What follows belongs to an exercise in optimizing a design on an open flow for small area; a production flow would make more cautious choices.
Function was checked by simulation only, so behaviour that the tests miss may differ from the original.

## flow/design.v (module list and top-level ports; edited modules follow where they fit)
// module PE_R0: 259 lines
// module PE_R1: 259 lines
// module PE_R2: 259 lines
// module PE_R3: 259 lines
// module FA: 4 lines
// module HA: 4 lines
// module AN2: 3 lines
// module ND2: 3 lines
// module NR2: 3 lines
// module OR2: 3 lines
// module XOR2: 3 lines
// module XNR2: 3 lines
// module INV: 3 lines
// module NAND2B: 3 lines
// module AOI21: 3 lines
// module AO21: 3 lines
// module OA21: 3 lines
// module OAI21: 3 lines
// module MUXI: 3 lines
// module MUXN: 3 lines
// module MUXM: 3 lines
// module Mesh: 92 lines
module Mesh(
  input         clock,
  input  [7:0]  io_in_a_0_0,
  input  [7:0]  io_in_a_1_0,
  input  [7:0]  io_in_a_2_0,
  input  [7:0]  io_in_a_3_0,
  input  [7:0]  io_in_d_0_0,
  input  [7:0]  io_in_d_1_0,
  input  [7:0]  io_in_d_2_0,
  input  [7:0]  io_in_d_3_0,
  input  [15:0] io_in_b_0_0,
  input  [15:0] io_in_b_1_0,
  input  [15:0] io_in_b_2_0,
  input  [15:0] io_in_b_3_0,
  input         io_in_control_0_0_propagate,
  input         io_in_control_1_0_propagate,
  input         io_in_control_2_0_propagate,
  input         io_in_control_3_0_propagate,
  output [15:0] io_out_c_0_0,
  output [15:0] io_out_c_1_0,
  output [15:0] io_out_c_2_0,
  output [15:0] io_out_c_3_0
);
  // ...
==> flow/flow/run.sh <==
#!/bin/bash
# Layout with the standard flow (standard synthesis unchanged), with two
# changes: the port buffers are the smallest buffer cell, and clock tree
# synthesis inserts no dummy load cells.
set -euo pipefail
CTS="-sink_clustering_enable -repair_clock_nets -sink_clustering_size 14 -sink_clustering_max_diameter 100 -buf_list sky130_fd_sc_hd__clkbuf_8 -dont_use_dummy_load"
bash standard.sh \
  "BUFFER_PORTS_ARGS=-buffer_cell sky130_fd_sc_hd__buf_1" \
  "CTS_ARGS=$CTS" \
  finish > flow.log 2>&1
==> flow/standard.sh <==
#!/bin/bash
# synth_recipe.tcl (not shown) runs the flow's synth.tcl, then flattens the netlist and writes it again
# the make line also repeats each setting of config.mk as NAME=value (left out here)
make -C /OpenROAD-flow-scripts/flow DESIGN_CONFIG=/design/flow/config.mk WORK_HOME=/design/flow/orfs CLKGATE_MAP_FILE= SYNTH_SCRIPT=/design/flow/synth_recipe.tcl "${@:-finish}"
==> flow/config.mk <==
export PLATFORM = sky130hd
export DESIGN_NAME = Mesh
export DESIGN_NICKNAME = Mesh
export VERILOG_FILES = /design/flow/design.v
export SDC_FILE = /design/flow/constraint.sdc
export NUM_CORES = 4
export LEC_CHECK = 0
export CAP_MARGIN = 20
export CORE_MARGIN = 2
export CORE_UTILIZATION = 65
export GPL_TIMING_DRIVEN = 0
export PLACE_DENSITY = 0.8
export SLEW_MARGIN = 20
export SYNTH_HIERARCHICAL = 1
==> flow/constraint.sdc <==
create_clock -name core_clock -period 5.2 [get_ports {clock}]
set_input_delay 1.0400 -clock core_clock [delete_from_list [all_inputs] [get_ports {clock}]]
set_output_delay 1.0400 -clock core_clock [all_outputs]
set_load 0.01 [all_outputs]
==> metrics.md, run 1 <==
| Metric | Value |
|---|---|
| Status | `no timing/DRC/antenna violations` |
| Fin crit share | `0.965` |
| Dpl ws | `65.5 ps` |
| Via count | `33,900` |
| Total of max-cap violations | `0` |
| Post-synth EDFFs | `0` |
| Arrival time worst endpoint | `5550 ps` |
| CTS Buf Count | `88` |
| Number of global-route vias before repair | `36,000` |
| Max-area cell class | `multi-input combinational cells` |
| Warnings, synthesis | `11` |
| GRT met2 Usage | `0.420` |
| M1 WL | `48.1 mm` |
| Relative max-transition margin | `0.311` |
| Mapped Nets | `5,577` |
| Worst path most repeated cell | `fa_1` |
| Row cnt | `106` |
| DR iter-0 viols | `2,510` |
| Crit Path Max Fanout | `9` |
| Top-count cell post-synth | `dfxtp_1` |
| Clock Skew | `41.3 ps` |
| Worst Hold Class | `register to register` |
| Remaining DRCs | `0` |
| Commonest non-fill, non-tap cell in the layout | `dfxtp_1` |
| Max frequency | `0.199 GHz` |
| # clk buffers | `88` |
| CP Depth | `13` |
| Fraction of area in multi-input gates | `0.555` |
| DR WL met3 | `7.78 mm` |
| Largest net degree at the start of global routing | `35` |
| Yosys cell types | `14` |
| R2R setup slack | `180 ps` |
| Total Routing Usage GR | `0.269` |
| WL met2 | `52.5 mm` |
| Post-CTS setup buffer count | `0` |
==> module PE_R0, before the edit <==
module PE_R0(
  input         clock,
  input  [7:0]  a,
  input  [7:0]  b,
  input  [15:0] d,         
  input         keep,
  input         keep_n,
  output [15:0] c_out      
);
  reg  [15:0] acc;
  reg  [15:0] sh;
  wire [15:0] acc_d, sh_d;
  wire n1, n2, n3, n4, n5, n6, n7, n8, n9, n10, n11, n12, n13, n14, n15, n16;
  wire n17, n18, n19, n20, n21, n22, n23, n24, n25, n26, n27, n28, n29, n30, n31, n32;
  wire n33, n34, n35, n36, n37, n38, n39, n40, n41, n42, n43, n44, n45, n46, n47, n48;
  wire n49, n50, n51, n52, n53, n54, n55, n56, n57, n58, n59, n60, n61, n62, n63, n64;
  wire n65, n66, n67, n68, n69, n70, n71, n72, n73, n74, n75, n76, n77, n78, n79, n80;
  wire n81, n82, n83, n84, n85, n86, n87, n88, n89, n90, n91, n92, n93, n94, n95, n96;
  wire n97, n98, n99, n100, n101, n102, n103, n104, n105, n106, n107, n108, n109, n110, n111, n112;
  wire n113, n114, n115, n116, n117, n118, n119, n120, n121, n122, n123, n124, n125, n126, n127, n128;
  wire n129, n130, n131, n132, n133, n134, n135, n136, n137, n138, n139, n140, n141, n142, n143, n144;
  wire n145, n146, n147, n148, n149, n150, n151, n152, n153, n154, n155, n156, n157, n158, n159, n160;
  wire n161, n162, n163, n164, n165, n166, n167, n168, n169, n170, n171, n172, n173, n174, n175, n176;
  wire n177, n178, n179, n180, n181, n182, n183, n184, n185, n186, n187, n188, n189, n190, n191, n192;
  wire n193, n194, n195, n196, n197, n198, n199, n200, n201, n202, n203, n204, n205, n206, n207, n208;
  wire n209, n210, n211, n212, n213, n214, n215, n216, n217, n218, n219, n220, n221, n222;
  ND2 u1 (.a(a[0]), .b(b[0]), .y(n1));
  ND2 u2 (.a(a[0]), .b(b[1]), .y(n2));
  ND2 u3 (.a(a[0]), .b(b[2]), .y(n3));
  ND2 u4 (.a(a[0]), .b(b[3]), .y(n4));
  ND2 u5 (.a(a[0]), .b(b[4]), .y(n5));
  ND2 u6 (.a(a[0]), .b(b[5]), .y(n6));
  ND2 u7 (.a(a[0]), .b(b[6]), .y(n7));
  AN2 u8 (.a(a[0]), .b(b[7]), .y(n8));
  ND2 u9 (.a(a[1]), .b(b[0]), .y(n9));
  ND2 u10 (.a(a[1]), .b(b[1]), .y(n10));
  ND2 u11 (.a(a[1]), .b(b[2]), .y(n11));
  ND2 u12 (.a(a[1]), .b(b[3]), .y(n12));
  ND2 u13 (.a(a[1]), .b(b[4]), .y(n13));
  ND2 u14 (.a(a[1]), .b(b[5]), .y(n14));
  ND2 u15 (.a(a[1]), .b(b[6]), .y(n15));
  AN2 u16 (.a(a[1]), .b(b[7]), .y(n16));
  ND2 u17 (.a(a[2]), .b(b[0]), .y(n17));
  ND2 u18 (.a(a[2]), .b(b[1]), .y(n18));
  ND2 u19 (.a(a[2]), .b(b[2]), .y(n19));
  ND2 u20 (.a(a[2]), .b(b[3]), .y(n20));
  ND2 u21 (.a(a[2]), .b(b[4]), .y(n21));
  ND2 u22 (.a(a[2]), .b(b[5]), .y(n22));
  ND2 u23 (.a(a[2]), .b(b[6]), .y(n23));
  AN2 u24 (.a(a[2]), .b(b[7]), .y(n24));
  ND2 u25 (.a(a[3]), .b(b[0]), .y(n25));
  ND2 u26 (.a(a[3]), .b(b[1]), .y(n26));
  ND2 u27 (.a(a[3]), .b(b[2]), .y(n27));
  ND2 u28 (.a(a[3]), .b(b[3]), .y(n28));
  ND2 u29 (.a(a[3]), .b(b[4]), .y(n29));
  ND2 u30 (.a(a[3]), .b(b[5]), .y(n30));
  ND2 u31 (.a(a[3]), .b(b[6]), .y(n31));
  AN2 u32 (.a(a[3]), .b(b[7]), .y(n32));
  ND2 u33 (.a(a[4]), .b(b[0]), .y(n33));
  ND2 u34 (.a(a[4]), .b(b[1]), .y(n34));
  ND2 u35 (.a(a[4]), .b(b[2]), .y(n35));
  ND2 u36 (.a(a[4]), .b(b[3]), .y(n36));
  ND2 u37 (.a(a[4]), .b(b[4]), .y(n37));
  ND2 u38 (.a(a[4]), .b(b[5]), .y(n38));
  ND2 u39 (.a(a[4]), .b(b[6]), .y(n39));
  AN2 u40 (.a(a[4]), .b(b[7]), .y(n40));
  ND2 u41 (.a(a[5]), .b(b[0]), .y(n41));
  ND2 u42 (.a(a[5]), .b(b[1]), .y(n42));
  ND2 u43 (.a(a[5]), .b(b[2]), .y(n43));
  ND2 u44 (.a(a[5]), .b(b[3]), .y(n44));
  ND2 u45 (.a(a[5]), .b(b[4]), .y(n45));
  ND2 u46 (.a(a[5]), .b(b[5]), .y(n46));
  ND2 u47 (.a(a[5]), .b(b[6]), .y(n47));
  AN2 u48 (.a(a[5]), .b(b[7]), .y(n48));
  ND2 u49 (.a(a[6]), .b(b[0]), .y(n49));
  ND2 u50 (.a(a[6]), .b(b[1]), .y(n50));
  ND2 u51 (.a(a[6]), .b(b[2]), .y(n51));
  ND2 u52 (.a(a[6]), .b(b[3]), .y(n52));
  ND2 u53 (.a(a[6]), .b(b[4]), .y(n53));
  ND2 u54 (.a(a[6]), .b(b[5]), .y(n54));
  ND2 u55 (.a(a[6]), .b(b[6]), .y(n55));
  AN2 u56 (.a(a[6]), .b(b[7]), .y(n56));
  AN2 u57 (.a(a[7]), .b(b[0]), .y(n57));
  AN2 u58 (.a(a[7]), .b(b[1]), .y(n58));
  AN2 u59 (.a(a[7]), .b(b[2]), .y(n59));
  AN2 u60 (.a(a[7]), .b(b[3]), .y(n60));
  AN2 u61 (.a(a[7]), .b(b[4]), .y(n61));
  AN2 u62 (.a(a[7]), .b(b[5]), .y(n62));
  AN2 u63 (.a(a[7]), .b(b[6]), .y(n63));
  ND2 u64 (.a(a[7]), .b(b[7]), .y(n64));
  ND2 u65 (.a(a[1]), .b(b[7]), .y(n65));
  FA u66 (.x(acc[1]), .y(n2), .z(n9), .s(n66), .c(n67));
  FA u67 (.x(acc[2]), .y(n3), .z(n10), .s(n68), .c(n69));
  FA u68 (.x(n17), .y(n67), .z(n68), .s(n70), .c(n71));
  FA u69 (.x(acc[3]), .y(n4), .z(n11), .s(n72), .c(n73));
  FA u70 (.x(n18), .y(n25), .z(n69), .s(n74), .c(n75));
  FA u71 (.x(n72), .y(n71), .z(n74), .s(n76), .c(n77));
  FA u72 (.x(acc[4]), .y(n5), .z(n12), .s(n78), .c(n79));
  FA u73 (.x(n19), .y(n26), .z(n33), .s(n80), .c(n81));
  FA u74 (.x(n73), .y(n78), .z(n80), .s(n82), .c(n83));
  FA u75 (.x(n75), .y(n82), .z(n77), .s(n84), .c(n85));
  FA u76 (.x(acc[5]), .y(n6), .z(n13), .s(n86), .c(n87));
  FA u77 (.x(n20), .y(n27), .z(n34), .s(n88), .c(n89));
  FA u78 (.x(n41), .y(n79), .z(n81), .s(n90), .c(n91));
  FA u79 (.x(n86), .y(n88), .z(n83), .s(n92), .c(n93));
  FA u80 (.x(n90), .y(n92), .z(n85), .s(n94), .c(n95));
  FA u81 (.x(acc[6]), .y(n7), .z(n14), .s(n96), .c(n97));
  FA u82 (.x(n21), .y(n28), .z(n35), .s(n98), .c(n99));
  FA u83 (.x(n42), .y(n49), .z(n87), .s(n100), .c(n101));
  FA u84 (.x(n89), .y(n96), .z(n98), .s(n102), .c(n103));
  FA u85 (.x(n91), .y(n100), .z(n102), .s(n104), .c(n105));
  FA u86 (.x(n93), .y(n104), .z(n95), .s(n106), .c(n107));
  FA u87 (.x(acc[7]), .y(n8), .z(n15), .s(n108), .c(n109));
  FA u88 (.x(n22), .y(n29), .z(n36), .s(n110), .c(n111));
  FA u89 (.x(n43), .y(n50), .z(n57), .s(n112), .c(n113));
  FA u90 (.x(n97), .y(n99), .z(n108), .s(n114), .c(n115));
  FA u91 (.x(n110), .y(n112), .z(n101), .s(n116), .c(n117));
  FA u92 (.x(n103), .y(n114), .z(n116), .s(n118), .c(n119));
  XNR2 u93 (.a(n105), .b(n118), .y(n120));
  OR2 u94 (.a(n105), .b(n118), .y(n121));
  FA u95 (.x(acc[8]), .y(n23), .z(n30), .s(n122), .c(n123));
  FA u96 (.x(n37), .y(n44), .z(n51), .s(n124), .c(n125));
  FA u97 (.x(n58), .y(n65), .z(n109), .s(n126), .c(n127));
  FA u98 (.x(n111), .y(n113), .z(n122), .s(n128), .c(n129));
  FA u99 (.x(n124), .y(n115), .z(n126), .s(n130), .c(n131));
  FA u100 (.x(n128), .y(n117), .z(n130), .s(n132), .c(n133));
  FA u101 (.x(n119), .y(n132), .z(n121), .s(n134), .c(n135));
  FA u102 (.x(acc[9]), .y(n24), .z(n31), .s(n136), .c(n137));
  FA u103 (.x(n38), .y(n45), .z(n52), .s(n138), .c(n139));
  FA u104 (.x(n59), .y(n16), .z(n123), .s(n140), .c(n141));
  FA u105 (.x(n125), .y(n136), .z(n138), .s(n142), .c(n143));
  FA u106 (.x(n127), .y(n129), .z(n140), .s(n144), .c(n145));
  FA u107 (.x(n142), .y(n131), .z(n144), .s(n146), .c(n147));
  XNR2 u108 (.a(n133), .b(n146), .y(n148));
  OR2 u109 (.a(n133), .b(n146), .y(n149));
  FA u110 (.x(acc[10]), .y(n32), .z(n39), .s(n150), .c(n151));
  FA u111 (.x(n46), .y(n53), .z(n60), .s(n152), .c(n153));
  FA u112 (.x(n137), .y(n139), .z(n150), .s(n154), .c(n155));
  FA u113 (.x(n152), .y(n141), .z(n143), .s(n156), .c(n157));
  FA u114 (.x(n154), .y(n145), .z(n156), .s(n158), .c(n159));
  FA u115 (.x(n147), .y(n158), .z(n149), .s(n160), .c(n161));
  FA u116 (.x(acc[11]), .y(n40), .z(n47), .s(n162), .c(n163));
  FA u117 (.x(n54), .y(n61), .z(n151), .s(n164), .c(n165));
  FA u118 (.x(n153), .y(n162), .z(n155), .s(n166), .c(n167));
  FA u119 (.x(n164), .y(n157), .z(n166), .s(n168), .c(n169));
  XNR2 u120 (.a(n159), .b(n168), .y(n170));
  OR2 u121 (.a(n159), .b(n168), .y(n171));
  FA u122 (.x(acc[12]), .y(n48), .z(n55), .s(n172), .c(n173));
  FA u123 (.x(n62), .y(n163), .z(n172), .s(n174), .c(n175));
  FA u124 (.x(n165), .y(n174), .z(n167), .s(n176), .c(n177));
  FA u125 (.x(n169), .y(n176), .z(n171), .s(n178), .c(n179));
  FA u126 (.x(acc[13]), .y(n56), .z(n63), .s(n180), .c(n181));
  FA u127 (.x(n173), .y(n180), .z(n175), .s(n182), .c(n183));
  FA u128 (.x(n182), .y(n177), .z(n179), .s(n184), .c(n185));
  FA u129 (.x(acc[14]), .y(n64), .z(n181), .s(n186), .c(n187));
  FA u130 (.x(n186), .y(n183), .z(n185), .s(n188), .c(n189));
  XNR2 u131 (.a(acc[15]), .b(n187), .y(n190));
  NR2 u132 (.a(acc[0]), .b(n1), .y(n191));
  NAND2B u133 (.an(n66), .b(n191), .y(n192));
  NR2 u134 (.a(n70), .b(n192), .y(n193));
  NAND2B u135 (.an(n76), .b(n193), .y(n194));
  NR2 u136 (.a(n84), .b(n194), .y(n195));
  NAND2B u137 (.an(n94), .b(n195), .y(n196));
  NR2 u138 (.a(n106), .b(n196), .y(n197));
  XOR2 u139 (.a(n120), .b(n107), .y(n198));
  NR2 u140 (.a(n120), .b(n107), .y(n199));
  XNR2 u141 (.a(n148), .b(n135), .y(n200));
  NR2 u142 (.a(n148), .b(n135), .y(n201));
  XNR2 u143 (.a(n170), .b(n161), .y(n202));
  NR2 u144 (.a(n170), .b(n161), .y(n203));
  XOR2 u145 (.a(n190), .b(n189), .y(n204));
  AO21 u146 (.a1(n198), .a2(n197), .b1(n199), .y(n205));
  INV u147 (.a(n134), .y(n206));
  ND2 u148 (.a(n206), .b(n205), .y(n207));
  NR2 u149 (.a(n200), .b(n134), .y(n208));
  AO21 u150 (.a1(n208), .a2(n205), .b1(n201), .y(n209));
  INV u151 (.a(n160), .y(n210));
  ND2 u152 (.a(n210), .b(n209), .y(n211));
  NR2 u153 (.a(n202), .b(n160), .y(n212));
  AO21 u154 (.a1(n212), .a2(n209), .b1(n203), .y(n213));
  INV u155 (.a(n178), .y(n214));
  ND2 u156 (.a(n214), .b(n213), .y(n215));
  NR2 u157 (.a(n184), .b(n178), .y(n216));
  ND2 u158 (.a(n216), .b(n203), .y(n217));
  ND2 u159 (.a(n216), .b(n212), .y(n218));
  INV u160 (.a(n209), .y(n219));
  OAI21 u161 (.a1(n218), .a2(n219), .b1(n217), .y(n220));
  INV u162 (.a(n188), .y(n221));
  ND2 u163 (.a(n221), .b(n220), .y(n222));
  wire sx0_T;
  XOR2 ux0_T (.a(acc[0]), .b(n1), .y(sx0_T));
  MUXI ma0 (.s(keep), .sn(keep_n), .x1(sx0_T), .x0(d[0]), .y(acc_d[0]));
  MUXI ms0 (.s(keep), .sn(keep_n), .x1(d[0]), .x0(sx0_T), .y(sh_d[0]));
  wire sx1_T;
  XNR2 ux1_T (.a(n66), .b(n191), .y(sx1_T));
  MUXI ma1 (.s(keep), .sn(keep_n), .x1(sx1_T), .x0(d[1]), .y(acc_d[1]));
  MUXI ms1 (.s(keep), .sn(keep_n), .x1(d[1]), .x0(sx1_T), .y(sh_d[1]));
  wire sx2_T;
  XOR2 ux2_T (.a(n70), .b(n192), .y(sx2_T));
  MUXI ma2 (.s(keep), .sn(keep_n), .x1(sx2_T), .x0(d[2]), .y(acc_d[2]));
  MUXI ms2 (.s(keep), .sn(keep_n), .x1(d[2]), .x0(sx2_T), .y(sh_d[2]));
  wire sx3_T;
  XNR2 ux3_T (.a(n76), .b(n193), .y(sx3_T));
  MUXI ma3 (.s(keep), .sn(keep_n), .x1(sx3_T), .x0(d[3]), .y(acc_d[3]));
  MUXI ms3 (.s(keep), .sn(keep_n), .x1(d[3]), .x0(sx3_T), .y(sh_d[3]));
  wire sx4_T;
  XOR2 ux4_T (.a(n84), .b(n194), .y(sx4_T));
  MUXI ma4 (.s(keep), .sn(keep_n), .x1(sx4_T), .x0(d[4]), .y(acc_d[4]));
  MUXI ms4 (.s(keep), .sn(keep_n), .x1(d[4]), .x0(sx4_T), .y(sh_d[4]));
  wire sx5_T;
  XNR2 ux5_T (.a(n94), .b(n195), .y(sx5_T));
  MUXI ma5 (.s(keep), .sn(keep_n), .x1(sx5_T), .x0(d[5]), .y(acc_d[5]));
  MUXI ms5 (.s(keep), .sn(keep_n), .x1(d[5]), .x0(sx5_T), .y(sh_d[5]));
  wire sx6_T;
  XOR2 ux6_T (.a(n106), .b(n196), .y(sx6_T));
  MUXI ma6 (.s(keep), .sn(keep_n), .x1(sx6_T), .x0(d[6]), .y(acc_d[6]));
  MUXI ms6 (.s(keep), .sn(keep_n), .x1(d[6]), .x0(sx6_T), .y(sh_d[6]));
  wire sx7_T;
  XOR2 ux7_T (.a(n198), .b(n197), .y(sx7_T));
  MUXI ma7 (.s(keep), .sn(keep_n), .x1(sx7_T), .x0(d[7]), .y(acc_d[7]));
  MUXI ms7 (.s(keep), .sn(keep_n), .x1(d[7]), .x0(sx7_T), .y(sh_d[7]));
  wire sx8_T;
  XNR2 ux8_T (.a(n134), .b(n205), .y(sx8_T));
  MUXI ma8 (.s(keep), .sn(keep_n), .x1(sx8_T), .x0(d[8]), .y(acc_d[8]));
  MUXI ms8 (.s(keep), .sn(keep_n), .x1(d[8]), .x0(sx8_T), .y(sh_d[8]));
  wire sx9_T;
  XOR2 ux9_T (.a(n200), .b(n207), .y(sx9_T));
  MUXI ma9 (.s(keep), .sn(keep_n), .x1(sx9_T), .x0(d[9]), .y(acc_d[9]));
  MUXI ms9 (.s(keep), .sn(keep_n), .x1(d[9]), .x0(sx9_T), .y(sh_d[9]));
  wire sx10_T;
  XNR2 ux10_T (.a(n160), .b(n209), .y(sx10_T));
  MUXI ma10 (.s(keep), .sn(keep_n), .x1(sx10_T), .x0(d[10]), .y(acc_d[10]));
  MUXI ms10 (.s(keep), .sn(keep_n), .x1(d[10]), .x0(sx10_T), .y(sh_d[10]));
  wire sx11_T;
  XOR2 ux11_T (.a(n202), .b(n211), .y(sx11_T));
  MUXI ma11 (.s(keep), .sn(keep_n), .x1(sx11_T), .x0(d[11]), .y(acc_d[11]));
  MUXI ms11 (.s(keep), .sn(keep_n), .x1(d[11]), .x0(sx11_T), .y(sh_d[11]));
  wire sx12_T;
  XNR2 ux12_T (.a(n178), .b(n213), .y(sx12_T));
  MUXI ma12 (.s(keep), .sn(keep_n), .x1(sx12_T), .x0(d[12]), .y(acc_d[12]));
  MUXI ms12 (.s(keep), .sn(keep_n), .x1(d[12]), .x0(sx12_T), .y(sh_d[12]));
  wire sx13_T;
  XOR2 ux13_T (.a(n184), .b(n215), .y(sx13_T));
  MUXI ma13 (.s(keep), .sn(keep_n), .x1(sx13_T), .x0(d[13]), .y(acc_d[13]));
  MUXI ms13 (.s(keep), .sn(keep_n), .x1(d[13]), .x0(sx13_T), .y(sh_d[13]));
  wire sx14_T;
  XNR2 ux14_T (.a(n188), .b(n220), .y(sx14_T));
  MUXI ma14 (.s(keep), .sn(keep_n), .x1(sx14_T), .x0(d[14]), .y(acc_d[14]));
  MUXI ms14 (.s(keep), .sn(keep_n), .x1(d[14]), .x0(sx14_T), .y(sh_d[14]));
  wire sx15_T;
  XOR2 ux15_T (.a(n204), .b(n222), .y(sx15_T));
  MUXI ma15 (.s(keep), .sn(keep_n), .x1(sx15_T), .x0(d[15]), .y(acc_d[15]));
  MUXI ms15 (.s(keep), .sn(keep_n), .x1(d[15]), .x0(sx15_T), .y(sh_d[15]));
  always @(posedge clock) begin
    acc <= acc_d;
    sh  <= sh_d;
  end
  assign c_out = sh;
endmodule
==> run 2: changes to the inputs <==
--- a/flow/design.v
+++ b/flow/design.v
@@ -18,17 +18,17 @@
   wire n81, n82, n83, n84, n85, n86, n87, n88, n89, n90, n91, n92, n93, n94, n95, n96;
   wire n97, n98, n99, n100, n101, n102, n103, n104, n105, n106, n107, n108, n109, n110, n111, n112;
   wire n113, n114, n115, n116, n117, n118, n119, n120, n121, n122, n123, n124, n125, n126, n127, n128;
   wire n129, n130, n131, n132, n133, n134, n135, n136, n137, n138, n139, n140, n141, n142, n143, n144;
   wire n145, n146, n147, n148, n149, n150, n151, n152, n153, n154, n155, n156, n157, n158, n159, n160;
   wire n161, n162, n163, n164, n165, n166, n167, n168, n169, n170, n171, n172, n173, n174, n175, n176;
   wire n177, n178, n179, n180, n181, n182, n183, n184, n185, n186, n187, n188, n189, n190, n191, n192;
   wire n193, n194, n195, n196, n197, n198, n199, n200, n201, n202, n203, n204, n205, n206, n207, n208;
-  wire n209, n210, n211, n212, n213, n214, n215, n216, n217, n218, n219, n220, n221, n222;
+  wire n209, n210, n211, n212, n213, n214, n215, n216, n217, n218;
   ND2 u1 (.a(a[0]), .b(b[0]), .y(n1));
   ND2 u2 (.a(a[0]), .b(b[1]), .y(n2));
   ND2 u3 (.a(a[0]), .b(b[2]), .y(n3));
   ND2 u4 (.a(a[0]), .b(b[3]), .y(n4));
   ND2 u5 (.a(a[0]), .b(b[4]), .y(n5));
   ND2 u6 (.a(a[0]), .b(b[5]), .y(n6));
   ND2 u7 (.a(a[0]), .b(b[6]), .y(n7));
   AN2 u8 (.a(a[0]), .b(b[7]), .y(n8));
@@ -164,34 +164,30 @@
   NR2 u138 (.a(n106), .b(n196), .y(n197));
   XOR2 u139 (.a(n120), .b(n107), .y(n198));
   NR2 u140 (.a(n120), .b(n107), .y(n199));
   XNR2 u141 (.a(n148), .b(n135), .y(n200));
   NR2 u142 (.a(n148), .b(n135), .y(n201));
   XNR2 u143 (.a(n170), .b(n161), .y(n202));
   NR2 u144 (.a(n170), .b(n161), .y(n203));
   XOR2 u145 (.a(n190), .b(n189), .y(n204));
-  AO21 u146 (.a1(n198), .a2(n197), .b1(n199), .y(n205));
-  INV u147 (.a(n134), .y(n206));
-  ND2 u148 (.a(n206), .b(n205), .y(n207));
-  NR2 u149 (.a(n200), .b(n134), .y(n208));
-  AO21 u150 (.a1(n208), .a2(n205), .b1(n201), .y(n209));
-  INV u151 (.a(n160), .y(n210));
-  ND2 u152 (.a(n210), .b(n209), .y(n211));
-  NR2 u153 (.a(n202), .b(n160), .y(n212));
-  AO21 u154 (.a1(n212), .a2(n209), .b1(n203), .y(n213));
-  INV u155 (.a(n178), .y(n214));
-  ND2 u156 (.a(n214), .b(n213), .y(n215));
-  NR2 u157 (.a(n184), .b(n178), .y(n216));
-  ND2 u158 (.a(n216), .b(n203), .y(n217));
-  ND2 u159 (.a(n216), .b(n212), .y(n218));
-  INV u160 (.a(n209), .y(n219));
-  OAI21 u161 (.a1(n218), .a2(n219), .b1(n217), .y(n220));
-  INV u162 (.a(n188), .y(n221));
-  ND2 u163 (.a(n221), .b(n220), .y(n222));
+  AO21 u146 (.b1(n199), .a1(n198), .a2(n197), .y(n205));
+  NAND2B u147 (.an(n134), .b(n205), .y(n206));
+  NR2 u148 (.a(n200), .b(n134), .y(n207));
+  AO21 u149 (.b1(n201), .a1(n207), .a2(n205), .y(n208));
+  NAND2B u150 (.an(n160), .b(n208), .y(n209));
+  NR2 u151 (.a(n202), .b(n160), .y(n210));
+  AO21 u152 (.b1(n203), .a1(n210), .a2(n208), .y(n211));
+  NAND2B u153 (.an(n178), .b(n211), .y(n212));
+  NR2 u154 (.a(n184), .b(n178), .y(n213));
+  ND2 u155 (.a(n213), .b(n203), .y(n214));
+  ND2 u156 (.a(n213), .b(n210), .y(n215));
+  INV u157 (.a(n208), .y(n216));
+  OAI21 u158 (.b1(n214), .a1(n215), .a2(n216), .y(n217));
+  NAND2B u159 (.an(n188), .b(n217), .y(n218));
   wire sx0_T;
   XOR2 ux0_T (.a(acc[0]), .b(n1), .y(sx0_T));
   MUXI ma0 (.s(keep), .sn(keep_n), .x1(sx0_T), .x0(d[0]), .y(acc_d[0]));
   MUXI ms0 (.s(keep), .sn(keep_n), .x1(d[0]), .x0(sx0_T), .y(sh_d[0]));
   wire sx1_T;
   XNR2 ux1_T (.a(n66), .b(n191), .y(sx1_T));
   MUXI ma1 (.s(keep), .sn(keep_n), .x1(sx1_T), .x0(d[1]), .y(acc_d[1]));
   MUXI ms1 (.s(keep), .sn(keep_n), .x1(d[1]), .x0(sx1_T), .y(sh_d[1]));
@@ -219,41 +215,41 @@
   XOR2 ux7_T (.a(n198), .b(n197), .y(sx7_T));
   MUXI ma7 (.s(keep), .sn(keep_n), .x1(sx7_T), .x0(d[7]), .y(acc_d[7]));
   MUXI ms7 (.s(keep), .sn(keep_n), .x1(d[7]), .x0(sx7_T), .y(sh_d[7]));
   wire sx8_T;
   XNR2 ux8_T (.a(n134), .b(n205), .y(sx8_T));
   MUXI ma8 (.s(keep), .sn(keep_n), .x1(sx8_T), .x0(d[8]), .y(acc_d[8]));
   MUXI ms8 (.s(keep), .sn(keep_n), .x1(d[8]), .x0(sx8_T), .y(sh_d[8]));
   wire sx9_T;
-  XOR2 ux9_T (.a(n200), .b(n207), .y(sx9_T));
+  XOR2 ux9_T (.a(n200), .b(n206), .y(sx9_T));
   MUXI ma9 (.s(keep), .sn(keep_n), .x1(sx9_T), .x0(d[9]), .y(acc_d[9]));
   MUXI ms9 (.s(keep), .sn(keep_n), .x1(d[9]), .x0(sx9_T), .y(sh_d[9]));
   wire sx10_T;
-  XNR2 ux10_T (.a(n160), .b(n209), .y(sx10_T));
+  XNR2 ux10_T (.a(n160), .b(n208), .y(sx10_T));
   MUXI ma10 (.s(keep), .sn(keep_n), .x1(sx10_T), .x0(d[10]), .y(acc_d[10]));
   MUXI ms10 (.s(keep), .sn(keep_n), .x1(d[10]), .x0(sx10_T), .y(sh_d[10]));
   wire sx11_T;
-  XOR2 ux11_T (.a(n202), .b(n211), .y(sx11_T));
+  XOR2 ux11_T (.a(n202), .b(n209), .y(sx11_T));
   MUXI ma11 (.s(keep), .sn(keep_n), .x1(sx11_T), .x0(d[11]), .y(acc_d[11]));
   MUXI ms11 (.s(keep), .sn(keep_n), .x1(d[11]), .x0(sx11_T), .y(sh_d[11]));
   wire sx12_T;
-  XNR2 ux12_T (.a(n178), .b(n213), .y(sx12_T));
+  XNR2 ux12_T (.a(n178), .b(n211), .y(sx12_T));
   MUXI ma12 (.s(keep), .sn(keep_n), .x1(sx12_T), .x0(d[12]), .y(acc_d[12]));
   MUXI ms12 (.s(keep), .sn(keep_n), .x1(d[12]), .x0(sx12_T), .y(sh_d[12]));
   wire sx13_T;
-  XOR2 ux13_T (.a(n184), .b(n215), .y(sx13_T));
+  XOR2 ux13_T (.a(n184), .b(n212), .y(sx13_T));
   MUXI ma13 (.s(keep), .sn(keep_n), .x1(sx13_T), .x0(d[13]), .y(acc_d[13]));
   MUXI ms13 (.s(keep), .sn(keep_n), .x1(d[13]), .x0(sx13_T), .y(sh_d[13]));
   wire sx14_T;
-  XNR2 ux14_T (.a(n188), .b(n220), .y(sx14_T));
+  XNR2 ux14_T (.a(n188), .b(n217), .y(sx14_T));
   MUXI ma14 (.s(keep), .sn(keep_n), .x1(sx14_T), .x0(d[14]), .y(acc_d[14]));
   MUXI ms14 (.s(keep), .sn(keep_n), .x1(d[14]), .x0(sx14_T), .y(sh_d[14]));
   wire sx15_T;
-  XOR2 ux15_T (.a(n204), .b(n222), .y(sx15_T));
+  XOR2 ux15_T (.a(n204), .b(n218), .y(sx15_T));
   MUXI ma15 (.s(keep), .sn(keep_n), .x1(sx15_T), .x0(d[15]), .y(acc_d[15]));
   MUXI ms15 (.s(keep), .sn(keep_n), .x1(d[15]), .x0(sx15_T), .y(sh_d[15]));
   always @(posedge clock) begin
     acc <= acc_d;
     sh  <= sh_d;
   end
   assign c_out = sh;
 endmodule
@@ -277,17 +273,17 @@
   wire n81, n82, n83, n84, n85, n86, n87, n88, n89, n90, n91, n92, n93, n94, n95, n96;
   wire n97, n98, n99, n100, n101, n102, n103, n104, n105, n106, n107, n108, n109, n110, n111, n112;
   wire n113, n114, n115, n116, n117, n118, n119, n120, n121, n122, n123, n124, n125, n126, n127, n128;
   wire n129, n130, n131, n132, n133, n134, n135, n136, n137, n138, n139, n140, n141, n142, n143, n144;
   wire n145, n146, n147, n148, n149, n150, n151, n152, n153, n154, n155, n156, n157, n158, n159, n160;
   wire n161, n162, n163, n164, n165, n166, n167, n168, n169, n170, n171, n172, n173, n174, n175, n176;
   wire n177, n178, n179, n180, n181, n182, n183, n184, n185, n186, n187, n188, n189, n190, n191, n192;
   wire n193, n194, n195, n196, n197, n198, n199, n200, n201, n202, n203, n204, n205, n206, n207, n208;
-  wire n209, n210, n211, n212, n213, n214, n215, n216, n217, n218, n219, n220, n221, n222;
+  wire n209, n210, n211, n212, n213, n214, n215, n216, n217, n218;
   ND2 u1 (.a(a[0]), .b(b[0]), .y(n1));
   ND2 u2 (.a(a[0]), .b(b[1]), .y(n2));
   ND2 u3 (.a(a[0]), .b(b[2]), .y(n3));
   ND2 u4 (.a(a[0]), .b(b[3]), .y(n4));
   ND2 u5 (.a(a[0]), .b(b[4]), .y(n5));
   ND2 u6 (.a(a[0]), .b(b[5]), .y(n6));
   ND2 u7 (.a(a[0]), .b(b[6]), .y(n7));
   AN2 u8 (.a(a[0]), .b(b[7]), .y(n8));
@@ -423,34 +419,30 @@
   NR2 u138 (.a(n106), .b(n196), .y(n197));
   XOR2 u139 (.a(n120), .b(n107), .y(n198));
   NR2 u140 (.a(n120), .b(n107), .y(n199));
   XNR2 u141 (.a(n148), .b(n135), .y(n200));
   NR2 u142 (.a(n148), .b(n135), .y(n201));
   XNR2 u143 (.a(n170), .b(n161), .y(n202));
   NR2 u144 (.a(n170), .b(n161), .y(n203));
   XOR2 u145 (.a(n190), .b(n189), .y(n204));
-  AO21 u146 (.a1(n198), .a2(n197), .b1(n199), .y(n205));
-  INV u147 (.a(n134), .y(n206));
-  ND2 u148 (.a(n206), .b(n205), .y(n207));
-  NR2 u149 (.a(n200), .b(n134), .y(n208));
-  AO21 u150 (.a1(n208), .a2(n205), .b1(n201), .y(n209));
-  INV u151 (.a(n160), .y(n210));
-  ND2 u152 (.a(n210), .b(n209), .y(n211));
-  NR2 u153 (.a(n202), .b(n160), .y(n212));
-  AO21 u154 (.a1(n212), .a2(n209), .b1(n203), .y(n213));
-  INV u155 (.a(n178), .y(n214));
-  ND2 u156 (.a(n214), .b(n213), .y(n215));
-  NR2 u157 (.a(n184), .b(n178), .y(n216));
-  ND2 u158 (.a(n216), .b(n203), .y(n217));
-  ND2 u159 (.a(n216), .b(n212), .y(n218));
-  INV u160 (.a(n209), .y(n219));
-  OAI21 u161 (.a1(n218), .a2(n219), .b1(n217), .y(n220));
-  INV u162 (.a(n188), .y(n221));
-  ND2 u163 (.a(n221), .b(n220), .y(n222));
+  AO21 u146 (.b1(n199), .a1(n198), .a2(n197), .y(n205));
+  NAND2B u147 (.an(n134), .b(n205), .y(n206));
+  NR2 u148 (.a(n200), .b(n134), .y(n207));
+  AO21 u149 (.b1(n201), .a1(n207), .a2(n205), .y(n208));
+  NAND2B u150 (.an(n160), .b(n208), .y(n209));
+  NR2 u151 (.a(n202), .b(n160), .y(n210));
+  AO21 u152 (.b1(n203), .a1(n210), .a2(n208), .y(n211));
+  NAND2B u153 (.an(n178), .b(n211), .y(n212));
+  NR2 u154 (.a(n184), .b(n178), .y(n213));
+  ND2 u155 (.a(n213), .b(n203), .y(n214));
+  ND2 u156 (.a(n213), .b(n210), .y(n215));
+  INV u157 (.a(n208), .y(n216));
+  OAI21 u158 (.b1(n214), .a1(n215), .a2(n216), .y(n217));
+  NAND2B u159 (.an(n188), .b(n217), .y(n218));
   wire sx0_N;
   XNR2 ux0_N (.a(acc[0]), .b(n1), .y(sx0_N));
   MUXN ma0 (.s(keep), .sn(keep_n), .x1(sx0_N), .x0(d[0]), .y(acc_d[0]));
   MUXI ms0 (.s(keep), .sn(keep_n), .x1(d[0]), .x0(sx0_N), .y(sh_d[0]));
   wire sx1_N;
   XOR2 ux1_N (.a(n66), .b(n191), .y(sx1_N));
   MUXN ma1 (.s(keep), .sn(keep_n), .x1(sx1_N), .x0(d[1]), .y(acc_d[1]));
   MUXI ms1 (.s(keep), .sn(keep_n), .x1(d[1]), .x0(sx1_N), .y(sh_d[1]));
@@ -478,41 +470,41 @@
   XNR2 ux7_N (.a(n198), .b(n197), .y(sx7_N));
   MUXN ma7 (.s(keep), .sn(keep_n), .x1(sx7_N), .x0(d[7]), .y(acc_d[7]));
   MUXI ms7 (.s(keep), .sn(keep_n), .x1(d[7]), .x0(sx7_N), .y(sh_d[7]));
   wire sx8_N;
   XOR2 ux8_N (.a(n134), .b(n205), .y(sx8_N));
   MUXN ma8 (.s(keep), .sn(keep_n), .x1(sx8_N), .x0(d[8]), .y(acc_d[8]));
   MUXI ms8 (.s(keep), .sn(keep_n), .x1(d[8]), .x0(sx8_N), .y(sh_d[8]));
   wire sx9_N;
-  XNR2 ux9_N (.a(n200), .b(n207), .y(sx9_N));
+  XNR2 ux9_N (.a(n200), .b(n206), .y(sx9_N));
   MUXN ma9 (.s(keep), .sn(keep_n), .x1(sx9_N), .x0(d[9]), .y(acc_d[9]));
   MUXI ms9 (.s(keep), .sn(keep_n), .x1(d[9]), .x0(sx9_N), .y(sh_d[9]));
   wire sx10_N;
-  XOR2 ux10_N (.a(n160), .b(n209), .y(sx10_N));
+  XOR2 ux10_N (.a(n160), .b(n208), .y(sx10_N));
   MUXN ma10 (.s(keep), .sn(keep_n), .x1(sx10_N), .x0(d[10]), .y(acc_d[10]));
   MUXI ms10 (.s(keep), .sn(keep_n), .x1(d[10]), .x0(sx10_N), .y(sh_d[10]));
   wire sx11_N;
-  XNR2 ux11_N (.a(n202), .b(n211), .y(sx11_N));
+  XNR2 ux11_N (.a(n202), .b(n209), .y(sx11_N));
   MUXN ma11 (.s(keep), .sn(keep_n), .x1(sx11_N), .x0(d[11]), .y(acc_d[11]));
   MUXI ms11 (.s(keep), .sn(keep_n), .x1(d[11]), .x0(sx11_N), .y(sh_d[11]));
   wire sx12_N;
-  XOR2 ux12_N (.a(n178), .b(n213), .y(sx12_N));
+  XOR2 ux12_N (.a(n178), .b(n211), .y(sx12_N));
   MUXN ma12 (.s(keep), .sn(keep_n), .x1(sx12_N), .x0(d[12]), .y(acc_d[12]));
   MUXI ms12 (.s(keep), .sn(keep_n), .x1(d[12]), .x0(sx12_N), .y(sh_d[12]));
   wire sx13_N;
-  XNR2 ux13_N (.a(n184), .b(n215), .y(sx13_N));
+  XNR2 ux13_N (.a(n184), .b(n212), .y(sx13_N));
   MUXN ma13 (.s(keep), .sn(keep_n), .x1(sx13_N), .x0(d[13]), .y(acc_d[13]));
   MUXI ms13 (.s(keep), .sn(keep_n), .x1(d[13]), .x0(sx13_N), .y(sh_d[13]));
   wire sx14_N;
-  XOR2 ux14_N (.a(n188), .b(n220), .y(sx14_N));
+  XOR2 ux14_N (.a(n188), .b(n217), .y(sx14_N));
   MUXN ma14 (.s(keep), .sn(keep_n), .x1(sx14_N), .x0(d[14]), .y(acc_d[14]));
   MUXI ms14 (.s(keep), .sn(keep_n), .x1(d[14]), .x0(sx14_N), .y(sh_d[14]));
   wire sx15_N;
-  XNR2 ux15_N (.a(n204), .b(n222), .y(sx15_N));
+  XNR2 ux15_N (.a(n204), .b(n218), .y(sx15_N));
   MUXN ma15 (.s(keep), .sn(keep_n), .x1(sx15_N), .x0(d[15]), .y(acc_d[15]));
   MUXI ms15 (.s(keep), .sn(keep_n), .x1(d[15]), .x0(sx15_N), .y(sh_d[15]));
   always @(posedge clock) begin
     acc <= acc_d;
     sh  <= sh_d;
   end
   assign c_out = sh;
 endmodule
@@ -536,17 +528,17 @@
   wire n81, n82, n83, n84, n85, n86, n87, n88, n89, n90, n91, n92, n93, n94, n95, n96;
   wire n97, n98, n99, n100, n101, n102, n103, n104, n105, n106, n107, n108, n109, n110, n111, n112;
   wire n113, n114, n115, n116, n117, n118, n119, n120, n121, n122, n123, n124, n125, n126, n127, n128;
   wire n129, n130, n131, n132, n133, n134, n135, n136, n137, n138, n139, n140, n141, n142, n143, n144;
   wire n145, n146, n147, n148, n149, n150, n151, n152, n153, n154, n155, n156, n157, n158, n159, n160;
   wire n161, n162, n163, n164, n165, n166, n167, n168, n169, n170, n171, n172, n173, n174, n175, n176;
   wire n177, n178, n179, n180, n181, n182, n183, n184, n185, n186, n187, n188, n189, n190, n191, n192;
   wire n193, n194, n195, n196, n197, n198, n199, n200, n201, n202, n203, n204, n205, n206, n207, n208;
-  wire n209, n210, n211, n212, n213, n214, n215, n216, n217, n218, n219, n220, n221, n222;
+  wire n209, n210, n211, n212, n213, n214, n215, n216, n217, n218;
   ND2 u1 (.a(a[0]), .b(b[0]), .y(n1));
   ND2 u2 (.a(a[0]), .b(b[1]), .y(n2));
   ND2 u3 (.a(a[0]), .b(b[2]), .y(n3));
   ND2 u4 (.a(a[0]), .b(b[3]), .y(n4));
   ND2 u5 (.a(a[0]), .b(b[4]), .y(n5));
   ND2 u6 (.a(a[0]), .b(b[5]), .y(n6));
   ND2 u7 (.a(a[0]), .b(b[6]), .y(n7));
   AN2 u8 (.a(a[0]), .b(b[7]), .y(n8));
@@ -682,34 +674,30 @@
   NR2 u138 (.a(n106), .b(n196), .y(n197));
   XOR2 u139 (.a(n120), .b(n107), .y(n198));
   NR2 u140 (.a(n120), .b(n107), .y(n199));
   XNR2 u141 (.a(n148), .b(n135), .y(n200));
   NR2 u142 (.a(n148), .b(n135), .y(n201));
   XNR2 u143 (.a(n170), .b(n161), .y(n202));
   NR2 u144 (.a(n170), .b(n161), .y(n203));
   XOR2 u145 (.a(n190), .b(n189), .y(n204));
-  AO21 u146 (.a1(n198), .a2(n197), .b1(n199), .y(n205));
-  INV u147 (.a(n134), .y(n206));
-  ND2 u148 (.a(n206), .b(n205), .y(n207));
-  NR2 u149 (.a(n200), .b(n134), .y(n208));
-  AO21 u150 (.a1(n208), .a2(n205), .b1(n201), .y(n209));
-  INV u151 (.a(n160), .y(n210));
-  ND2 u152 (.a(n210), .b(n209), .y(n211));
-  NR2 u153 (.a(n202), .b(n160), .y(n212));
-  AO21 u154 (.a1(n212), .a2(n209), .b1(n203), .y(n213));
-  INV u155 (.a(n178), .y(n214));
-  ND2 u156 (.a(n214), .b(n213), .y(n215));
-  NR2 u157 (.a(n184), .b(n178), .y(n216));
-  ND2 u158 (.a(n216), .b(n203), .y(n217));
-  ND2 u159 (.a(n216), .b(n212), .y(n218));
-  INV u160 (.a(n209), .y(n219));
-  OAI21 u161 (.a1(n218), .a2(n219), .b1(n217), .y(n220));
-  INV u162 (.a(n188), .y(n221));
-  ND2 u163 (.a(n221), .b(n220), .y(n222));
+  AO21 u146 (.b1(n199), .a1(n198), .a2(n197), .y(n205));
+  NAND2B u147 (.an(n134), .b(n205), .y(n206));
+  NR2 u148 (.a(n200), .b(n134), .y(n207));
+  AO21 u149 (.b1(n201), .a1(n207), .a2(n205), .y(n208));
+  NAND2B u150 (.an(n160), .b(n208), .y(n209));
+  NR2 u151 (.a(n202), .b(n160), .y(n210));
+  AO21 u152 (.b1(n203), .a1(n210), .a2(n208), .y(n211));
+  NAND2B u153 (.an(n178), .b(n211), .y(n212));
+  NR2 u154 (.a(n184), .b(n178), .y(n213));
+  ND2 u155 (.a(n213), .b(n203), .y(n214));
+  ND2 u156 (.a(n213), .b(n210), .y(n215));
+  INV u157 (.a(n208), .y(n216));
+  OAI21 u158 (.b1(n214), .a1(n215), .a2(n216), .y(n217));
+  NAND2B u159 (.an(n188), .b(n217), .y(n218));
   wire sx0_T;
   XOR2 ux0_T (.a(acc[0]), .b(n1), .y(sx0_T));
   MUXI ma0 (.s(keep), .sn(keep_n), .x1(sx0_T), .x0(d[0]), .y(acc_d[0]));
   MUXI ms0 (.s(keep), .sn(keep_n), .x1(d[0]), .x0(sx0_T), .y(sh_d[0]));
   wire sx1_T;
   XNR2 ux1_T (.a(n66), .b(n191), .y(sx1_T));
   MUXI ma1 (.s(keep), .sn(keep_n), .x1(sx1_T), .x0(d[1]), .y(acc_d[1]));
   MUXI ms1 (.s(keep), .sn(keep_n), .x1(d[1]), .x0(sx1_T), .y(sh_d[1]));
@@ -737,41 +725,41 @@
   XOR2 ux7_T (.a(n198), .b(n197), .y(sx7_T));
   MUXI ma7 (.s(keep), .sn(keep_n), .x1(sx7_T), .x0(d[7]), .y(acc_d[7]));
   MUXI ms7 (.s(keep), .sn(keep_n), .x1(d[7]), .x0(sx7_T), .y(sh_d[7]));
   wire sx8_T;
   XNR2 ux8_T (.a(n134), .b(n205), .y(sx8_T));
   MUXI ma8 (.s(keep), .sn(keep_n), .x1(sx8_T), .x0(d[8]), .y(acc_d[8]));
   MUXI ms8 (.s(keep), .sn(keep_n), .x1(d[8]), .x0(sx8_T), .y(sh_d[8]));
   wire sx9_T;
-  XOR2 ux9_T (.a(n200), .b(n207), .y(sx9_T));
+  XOR2 ux9_T (.a(n200), .b(n206), .y(sx9_T));
   MUXI ma9 (.s(keep), .sn(keep_n), .x1(sx9_T), .x0(d[9]), .y(acc_d[9]));
   MUXI ms9 (.s(keep), .sn(keep_n), .x1(d[9]), .x0(sx9_T), .y(sh_d[9]));
   wire sx10_T;
-  XNR2 ux10_T (.a(n160), .b(n209), .y(sx10_T));
+  XNR2 ux10_T (.a(n160), .b(n208), .y(sx10_T));
   MUXI ma10 (.s(keep), .sn(keep_n), .x1(sx10_T), .x0(d[10]), .y(acc_d[10]));
   MUXI ms10 (.s(keep), .sn(keep_n), .x1(d[10]), .x0(sx10_T), .y(sh_d[10]));
   wire sx11_T;
-  XOR2 ux11_T (.a(n202), .b(n211), .y(sx11_T));
+  XOR2 ux11_T (.a(n202), .b(n209), .y(sx11_T));
   MUXI ma11 (.s(keep), .sn(keep_n), .x1(sx11_T), .x0(d[11]), .y(acc_d[11]));
   MUXI ms11 (.s(keep), .sn(keep_n), .x1(d[11]), .x0(sx11_T), .y(sh_d[11]));
   wire sx12_T;
-  XNR2 ux12_T (.a(n178), .b(n213), .y(sx12_T));
+  XNR2 ux12_T (.a(n178), .b(n211), .y(sx12_T));
   MUXI ma12 (.s(keep), .sn(keep_n), .x1(sx12_T), .x0(d[12]), .y(acc_d[12]));
   MUXI ms12 (.s(keep), .sn(keep_n), .x1(d[12]), .x0(sx12_T), .y(sh_d[12]));
   wire sx13_T;
-  XOR2 ux13_T (.a(n184), .b(n215), .y(sx13_T));
+  XOR2 ux13_T (.a(n184), .b(n212), .y(sx13_T));
   MUXI ma13 (.s(keep), .sn(keep_n), .x1(sx13_T), .x0(d[13]), .y(acc_d[13]));
   MUXI ms13 (.s(keep), .sn(keep_n), .x1(d[13]), .x0(sx13_T), .y(sh_d[13]));
   wire sx14_T;
-  XNR2 ux14_T (.a(n188), .b(n220), .y(sx14_T));
+  XNR2 ux14_T (.a(n188), .b(n217), .y(sx14_T));
   MUXI ma14 (.s(keep), .sn(keep_n), .x1(sx14_T), .x0(d[14]), .y(acc_d[14]));
   MUXI ms14 (.s(keep), .sn(keep_n), .x1(d[14]), .x0(sx14_T), .y(sh_d[14]));
   wire sx15_T;
-  XOR2 ux15_T (.a(n204), .b(n222), .y(sx15_T));
+  XOR2 ux15_T (.a(n204), .b(n218), .y(sx15_T));
   MUXI ma15 (.s(keep), .sn(keep_n), .x1(sx15_T), .x0(d[15]), .y(acc_d[15]));
   MUXI ms15 (.s(keep), .sn(keep_n), .x1(d[15]), .x0(sx15_T), .y(sh_d[15]));
   always @(posedge clock) begin
     acc <= acc_d;
     sh  <= sh_d;
   end
   assign c_out = sh;
 endmodule
@@ -795,17 +783,17 @@
   wire n81, n82, n83, n84, n85, n86, n87, n88, n89, n90, n91, n92, n93, n94, n95, n96;
   wire n97, n98, n99, n100, n101, n102, n103, n104, n105, n106, n107, n108, n109, n110, n111, n112;
   wire n113, n114, n115, n116, n117, n118, n119, n120, n121, n122, n123, n124, n125, n126, n127, n128;
   wire n129, n130, n131, n132, n133, n134, n135, n136, n137, n138, n139, n140, n141, n142, n143, n144;
   wire n145, n146, n147, n148, n149, n150, n151, n152, n153, n154, n155, n156, n157, n158, n159, n160;
   wire n161, n162, n163, n164, n165, n166, n167, n168, n169, n170, n171, n172, n173, n174, n175, n176;
   wire n177, n178, n179, n180, n181, n182, n183, n184, n185, n186, n187, n188, n189, n190, n191, n192;
   wire n193, n194, n195, n196, n197, n198, n199, n200, n201, n202, n203, n204, n205, n206, n207, n208;
-  wire n209, n210, n211, n212, n213, n214, n215, n216, n217, n218, n219, n220, n221, n222;
+  wire n209, n210, n211, n212, n213, n214, n215, n216, n217, n218;
   ND2 u1 (.a(a[0]), .b(b[0]), .y(n1));
   ND2 u2 (.a(a[0]), .b(b[1]), .y(n2));
   ND2 u3 (.a(a[0]), .b(b[2]), .y(n3));
   ND2 u4 (.a(a[0]), .b(b[3]), .y(n4));
   ND2 u5 (.a(a[0]), .b(b[4]), .y(n5));
   ND2 u6 (.a(a[0]), .b(b[5]), .y(n6));
   ND2 u7 (.a(a[0]), .b(b[6]), .y(n7));
   AN2 u8 (.a(a[0]), .b(b[7]), .y(n8));
@@ -941,34 +929,30 @@
   NR2 u138 (.a(n106), .b(n196), .y(n197));
   XOR2 u139 (.a(n120), .b(n107), .y(n198));
   NR2 u140 (.a(n120), .b(n107), .y(n199));
   XNR2 u141 (.a(n148), .b(n135), .y(n200));
   NR2 u142 (.a(n148), .b(n135), .y(n201));
   XNR2 u143 (.a(n170), .b(n161), .y(n202));
   NR2 u144 (.a(n170), .b(n161), .y(n203));
   XOR2 u145 (.a(n190), .b(n189), .y(n204));
-  AO21 u146 (.a1(n198), .a2(n197), .b1(n199), .y(n205));
-  INV u147 (.a(n134), .y(n206));
-  ND2 u148 (.a(n206), .b(n205), .y(n207));
-  NR2 u149 (.a(n200), .b(n134), .y(n208));
-  AO21 u150 (.a1(n208), .a2(n205), .b1(n201), .y(n209));
-  INV u151 (.a(n160), .y(n210));
-  ND2 u152 (.a(n210), .b(n209), .y(n211));
-  NR2 u153 (.a(n202), .b(n160), .y(n212));
-  AO21 u154 (.a1(n212), .a2(n209), .b1(n203), .y(n213));
-  INV u155 (.a(n178), .y(n214));
-  ND2 u156 (.a(n214), .b(n213), .y(n215));
-  NR2 u157 (.a(n184), .b(n178), .y(n216));
-  ND2 u158 (.a(n216), .b(n203), .y(n217));
-  ND2 u159 (.a(n216), .b(n212), .y(n218));
-  INV u160 (.a(n209), .y(n219));
-  OAI21 u161 (.a1(n218), .a2(n219), .b1(n217), .y(n220));
-  INV u162 (.a(n188), .y(n221));
-  ND2 u163 (.a(n221), .b(n220), .y(n222));
+  AO21 u146 (.b1(n199), .a1(n198), .a2(n197), .y(n205));
+  NAND2B u147 (.an(n134), .b(n205), .y(n206));
+  NR2 u148 (.a(n200), .b(n134), .y(n207));
+  AO21 u149 (.b1(n201), .a1(n207), .a2(n205), .y(n208));
+  NAND2B u150 (.an(n160), .b(n208), .y(n209));
+  NR2 u151 (.a(n202), .b(n160), .y(n210));
+  AO21 u152 (.b1(n203), .a1(n210), .a2(n208), .y(n211));
+  NAND2B u153 (.an(n178), .b(n211), .y(n212));
+  NR2 u154 (.a(n184), .b(n178), .y(n213));
+  ND2 u155 (.a(n213), .b(n203), .y(n214));
+  ND2 u156 (.a(n213), .b(n210), .y(n215));
+  INV u157 (.a(n208), .y(n216));
+  OAI21 u158 (.b1(n214), .a1(n215), .a2(n216), .y(n217));
+  NAND2B u159 (.an(n188), .b(n217), .y(n218));
   wire sx0_N;
   XNR2 ux0_N (.a(acc[0]), .b(n1), .y(sx0_N));
   MUXN ma0 (.s(keep), .sn(keep_n), .x1(sx0_N), .x0(d[0]), .y(acc_d[0]));
   MUXI ms0 (.s(keep), .sn(keep_n), .x1(d[0]), .x0(sx0_N), .y(sh_d[0]));
   wire sx1_N;
   XOR2 ux1_N (.a(n66), .b(n191), .y(sx1_N));
   MUXN ma1 (.s(keep), .sn(keep_n), .x1(sx1_N), .x0(d[1]), .y(acc_d[1]));
   MUXI ms1 (.s(keep), .sn(keep_n), .x1(d[1]), .x0(sx1_N), .y(sh_d[1]));
@@ -996,41 +980,41 @@
   XNR2 ux7_N (.a(n198), .b(n197), .y(sx7_N));
   MUXN ma7 (.s(keep), .sn(keep_n), .x1(sx7_N), .x0(d[7]), .y(acc_d[7]));
   MUXI ms7 (.s(keep), .sn(keep_n), .x1(d[7]), .x0(sx7_N), .y(sh_d[7]));
   wire sx8_N;
   XOR2 ux8_N (.a(n134), .b(n205), .y(sx8_N));
   MUXN ma8 (.s(keep), .sn(keep_n), .x1(sx8_N), .x0(d[8]), .y(acc_d[8]));
   MUXI ms8 (.s(keep), .sn(keep_n), .x1(d[8]), .x0(sx8_N), .y(sh_d[8]));
   wire sx9_N;
-  XNR2 ux9_N (.a(n200), .b(n207), .y(sx9_N));
+  XNR2 ux9_N (.a(n200), .b(n206), .y(sx9_N));
   MUXN ma9 (.s(keep), .sn(keep_n), .x1(sx9_N), .x0(d[9]), .y(acc_d[9]));
   MUXI ms9 (.s(keep), .sn(keep_n), .x1(d[9]), .x0(sx9_N), .y(sh_d[9]));
   wire sx10_N;
-  XOR2 ux10_N (.a(n160), .b(n209), .y(sx10_N));
+  XOR2 ux10_N (.a(n160), .b(n208), .y(sx10_N));
   MUXN ma10 (.s(keep), .sn(keep_n), .x1(sx10_N), .x0(d[10]), .y(acc_d[10]));
   MUXI ms10 (.s(keep), .sn(keep_n), .x1(d[10]), .x0(sx10_N), .y(sh_d[10]));
   wire sx11_N;
-  XNR2 ux11_N (.a(n202), .b(n211), .y(sx11_N));
+  XNR2 ux11_N (.a(n202), .b(n209), .y(sx11_N));
   MUXN ma11 (.s(keep), .sn(keep_n), .x1(sx11_N), .x0(d[11]), .y(acc_d[11]));
   MUXI ms11 (.s(keep), .sn(keep_n), .x1(d[11]), .x0(sx11_N), .y(sh_d[11]));
   wire sx12_N;
-  XOR2 ux12_N (.a(n178), .b(n213), .y(sx12_N));
+  XOR2 ux12_N (.a(n178), .b(n211), .y(sx12_N));
   MUXN ma12 (.s(keep), .sn(keep_n), .x1(sx12_N), .x0(d[12]), .y(acc_d[12]));
   MUXI ms12 (.s(keep), .sn(keep_n), .x1(d[12]), .x0(sx12_N), .y(sh_d[12]));
   wire sx13_N;
-  XNR2 ux13_N (.a(n184), .b(n215), .y(sx13_N));
+  XNR2 ux13_N (.a(n184), .b(n212), .y(sx13_N));
   MUXN ma13 (.s(keep), .sn(keep_n), .x1(sx13_N), .x0(d[13]), .y(acc_d[13]));
   MUXI ms13 (.s(keep), .sn(keep_n), .x1(d[13]), .x0(sx13_N), .y(sh_d[13]));
   wire sx14_N;
-  XOR2 ux14_N (.a(n188), .b(n220), .y(sx14_N));
+  XOR2 ux14_N (.a(n188), .b(n217), .y(sx14_N));
   MUXN ma14 (.s(keep), .sn(keep_n), .x1(sx14_N), .x0(d[14]), .y(acc_d[14]));
   MUXI ms14 (.s(keep), .sn(keep_n), .x1(d[14]), .x0(sx14_N), .y(sh_d[14]));
   wire sx15_N;
-  XNR2 ux15_N (.a(n204), .b(n222), .y(sx15_N));
+  XNR2 ux15_N (.a(n204), .b(n218), .y(sx15_N));
   MUXN ma15 (.s(keep), .sn(keep_n), .x1(sx15_N), .x0(d[15]), .y(acc_d[15]));
   MUXI ms15 (.s(keep), .sn(keep_n), .x1(d[15]), .x0(sx15_N), .y(sh_d[15]));
   always @(posedge clock) begin
     acc <= acc_d;
     sh  <= sh_d;
   end
   assign c_out = sh;
 endmodule
@@ -1064,16 +1048,25 @@
   assign y = ~a;
 endmodule
 module NAND2B(input an, input b, output y);
   assign y = ~(~an & b);
 endmodule
 module AOI21(input a1, input a2, input b1, output y);
   assign y = ~((a1 & a2) | b1);
 endmodule
+module NOR2B(input a, input bn, output y);
+  assign y = ~(a | ~bn);
+endmodule
+module A21BOI(input a1, input a2, input b1n, output y);
+  assign y = ~((a1 & a2) | ~b1n);
+endmodule
+module O21BAI(input a1, input a2, input b1n, output y);
+  assign y = ~((a1 | a2) & ~b1n);
+endmodule
 module AO21(input a1, input a2, input b1, output y);
   assign y = (a1 & a2) | b1;
 endmodule
 module OA21(input a1, input a2, input b1, output y);
   assign y = (a1 | a2) & b1;
 endmodule
 module OAI21(input a1, input a2, input b1, output y);
   assign y = ~((a1 | a2) & b1);
==> flow/flow/run.sh (replaced) <==
#!/bin/bash
# Layout with the standard flow (standard synthesis unchanged), with two
# changes: the port buffers are the smallest buffer cell, and clock tree
# synthesis inserts no dummy load cells.
set -euo pipefail
CTS="-sink_clustering_enable -repair_clock_nets -sink_clustering_size 16 -sink_clustering_max_diameter 70 -buf_list sky130_fd_sc_hd__clkbuf_8 -dont_use_dummy_load"
bash standard.sh \
  "BUFFER_PORTS_ARGS=-buffer_cell sky130_fd_sc_hd__buf_1" \
  "CTS_ARGS=$CTS" \
  finish > flow.log 2>&1
==> run 2 against run 1 <==
- still clean
- fmax rose by 0.38%
- core utilization fell by 0.12 points
- setup slack improved by 19 ps
- first-iteration DRC count fell by 4.0%
- critical path type unchanged
- largest cell class unchanged
==> metrics.md, run 2 <==
| Metric | Value |
|---|---|
| Die height | `294 um (about the same)` |
| Remaining DRCs | `0 (unchanged)` |
| Crit Path Max Fanout | `10 (was 9)` |
| Starting Density | `0.655 (about the same)` |
| Post-route insts no fill | `5,801 (was 5,872)` |
| H-tree levels | `3 (unchanged)` |
| Row cnt | `106 (unchanged)` |
| Area Overhead vs Synth | `6.32% (was 6.52%)` |
| Total Routing Usage GR | `0.266 (was 0.269)` |
| Number of global-route vias before repair | `35,400 (was 36,000)` |
| Reg2reg path depth | `15 (was 13)` |
| Top-count cell post-synth | `dfxtp_1 (unchanged)` |
| Final worst path period need | `5000 ps (was 5020 ps)` |
| Arrival time worst endpoint | `5540 ps (was 5550 ps)` |
| Sequential share of the synthesized area | `0.404 (about the same)` |
| Async set-or-reset flop fraction in the synthesized netlist | `0 (unchanged)` |
| Mapped Nets | `5,513 (was 5,577)` |
| Fin crit share | `0.961 (was 0.965)` |
| TritonCTS clock tree | `done (unchanged)` |
| Post_cts resized | `0 (unchanged)` |
| Max frequency | `0.200 GHz (was 0.199 GHz)` |
| Initial antenna violation count | `3 (was 2)` |
| Yosys reg bits | `1,104 (unchanged)` |
| First-pass GRT wire length | `183 mm (was 185 mm)` |
| Ports | `197 (unchanged)` |
| Most frequent cells in the layout | `990 x dfxtp_1, 944 x fa_1, 848 x nand2_1, 384 x o22ai_1 (was 1,001 x dfxtp_1, 944 x fa_1, 912 x nand2_1, 383 x o22ai_1, 224 x and2_1)` |
| Relative max-transition margin | `0.283 (was 0.311)` |
| DR iter-0 viols | `2,409 (was 2,510)` |
| Yosys cell types | `14 (unchanged)` |
| Max incr delay on CP | `490 ps (was 570 ps)` |
| CP Cell Sequence | `nand2_1, fa_1, fa_1, fa_1, fa_1, fa_1, fa_1, xor2_1, a21o_1, a21o_1, inv_1, o21ai_1, nand2b_1, xnor2_1, o22ai_1 (was and2_1, fa_1, fa_1, fa_1, fa_1, or2_1, fa_1, fa_1, fa_1, inv_1, nand2_1, xnor2_1, o22ai_1)` |
| Total congestion overflow | `0 (unchanged)` |
| Clock Skew | `85.2 ps (was 41.3 ps)` |
| Leading area contributor after synthesis | `dfxtp_1 (unchanged)` |
| Total of max-cap violations | `0 (unchanged)` |
| CP Depth | `15 (was 13)` |
| Worst Hold Class | `register to register (unchanged)` |
| Via count | `33,200 (was 33,900)` |
| DRT Wirelength | `110 mm (was 111 mm)` |
| CP max stage cell | `dfxtp_2 (was dfxtp_1)` |
| Post-synth EDFFs | `0 (unchanged)` |
| Worst path most repeated cell | `fa_1 (unchanged)` |
| Warnings, synthesis | `11 (unchanged)` |
| Startpoint Class | `register (unchanged)` |
| Final Slew Violations | `0 (unchanged)` |
| Die area | `86,400 um2 (was 86,600 um2)` |
| Post-Syn Area | `54,700 um2 (about the same)` |
| Clock sink count | `1,104 (unchanged)` |
| Commonest non-fill, non-tap cell in the layout | `dfxtp_1 (unchanged)` |
| Final core utilization | `0.697 (was 0.698)` |
| Clock edge transition at the registers on the reported setup and hold paths | `100 ps (about the same)` |
| CTS Buf Count | `82 (was 88)` |
| Post-DP HPWL | `84.2 mm (was 84.4 mm)` |
| Status | `no timing/DRC/antenna violations (unchanged)` |
| Mapped Cells | `4,436 (was 4,500)` |
| Hold WS | `315 ps (was 308 ps)` |
| Final nets | `5,798 (was 5,870)` |
| Placed Area | `56,800 um2 (was 56,900 um2)` |
| CP Capture Type | `register (unchanged)` |
| Design area | `58,100 um2 (was 58,300 um2)` |
| CTS Hold Buffers Added | `0 (unchanged)` |
| Largest net degree at the start of global routing | `35 (unchanged)` |
| Post-CTS setup buffer count | `0 (unchanged)` |
-- run 2: changes by cell type in the layout (fill, tap and decap cells not counted), sizes merged --
cell    delta
clkbuf     -6
buf        -2
nand2b    +64
inv       -64
nand2     -64
diode      +1
-- run 2: per-module statistics from Yosys, one instance, submodules excluded, a selection --
module	cell area (um2)	copies in the design
NAND2B	6.26	112
AO21	7.51	48
OR2	6.26	48
PE_R3	641	4
MUXN	8.76	128
OAI21	5.00	16
MUXI	6.26	384
-- run 2: metal layers --
layer | vias up | wire (um) | global-route usage | part of all wire
met5 | - | 8 | 0 | 0.000073
li1 | 15000 | - | - | -
met1 | 16800 | 48400 | 0.389 | 0.44
met3 | 202 | 6600 | 0.0382 | 0.060
met2 | 1147 | 52200 | 0.418 | 0.47
met4 | 2 | 3010 | 0.0794 | 0.027
-- run 2: metrics by stage --
step	TNS, ps	setup slack [ps]
4_1_cts	0	30.2
6_report	0	202
2_1_floorplan	0	577
5_1_grt	-6.25	-6.25
3_5_place_dp	0	63.0
3_3_place_gp	0	62.5
-- run 2: path summary, 6_finish.rpt --
kind | slack, ps | end | from
worst max-delay path | 200 | row[1].col[2].genblk3.pe.u.sh[15] | row[1].col[2].a_r[1]
worst min-delay path | 320 | row[3].col[3].d_r[14] | row[2].col[3].genblk3.genblk1.pe.u.sh[14]
worst max register to register | 200 | row[1].col[2].genblk3.pe.u.sh[15] | row[1].col[2].a_r[1]
worst min register to register | 320 | row[3].col[3].d_r[14] | row[2].col[3].genblk3.genblk1.pe.u.sh[14]
-- run 2: area by class of cell --
class                           count  area (um2)
Tap cell                         1080        1350
Antenna cell                        2        5.00
Multi-Input combinational cell   3300       32500
Clock buffer                       82        1130
Timing Repair Buffer              201         792
Sequential cell                  1104       22200
Fill cell                        5768       25300
Inverter                           32         120
-- run 2: cells by family after synthesis --
logic type,synth area share
AND/OR/NAND/NOR,0.113
flip-flops,0.404
adder cells (fa/ha/maj),0.346
AO/OA/AOI/OAI,0.0725
XOR/XNOR,0.0622
buffers and inverters,0.00220

-- afterwards: timing with drivers on the ports --
Ports are ideal in the flow. The routed layouts listed here were re-timed in OpenROAD. Step 1 (the two cells are an assumption about what drives the block):
set clk [get_ports {clock}]
set_driving_cell -lib_cell sky130_fd_sc_hd__clkbuf_16 $clk
set_driving_cell -lib_cell sky130_fd_sc_hd__buf_2 [delete_from_list [all_inputs] $clk]
Step 2 adds t to the input delays and takes it off the output delays; t is the mean of the earliest and latest rising clock arrival at the registers after step 1. Input paths then give back, and output paths get back, about the clock's delay inside the block. Three values: no drivers, after step 1, after step 2; two values: the first two.
run	shift t [ns]	setup WS [ns]	hold WS [ns]
run 1	0.757	0.183 / 0.183 / 0.183	0.308 / 0.308 / 0.308
run 2	0.742	0.202 / 0.202 / 0.202	0.315 / 0.315 / 0.315
After both steps every run listed still meets setup and hold.
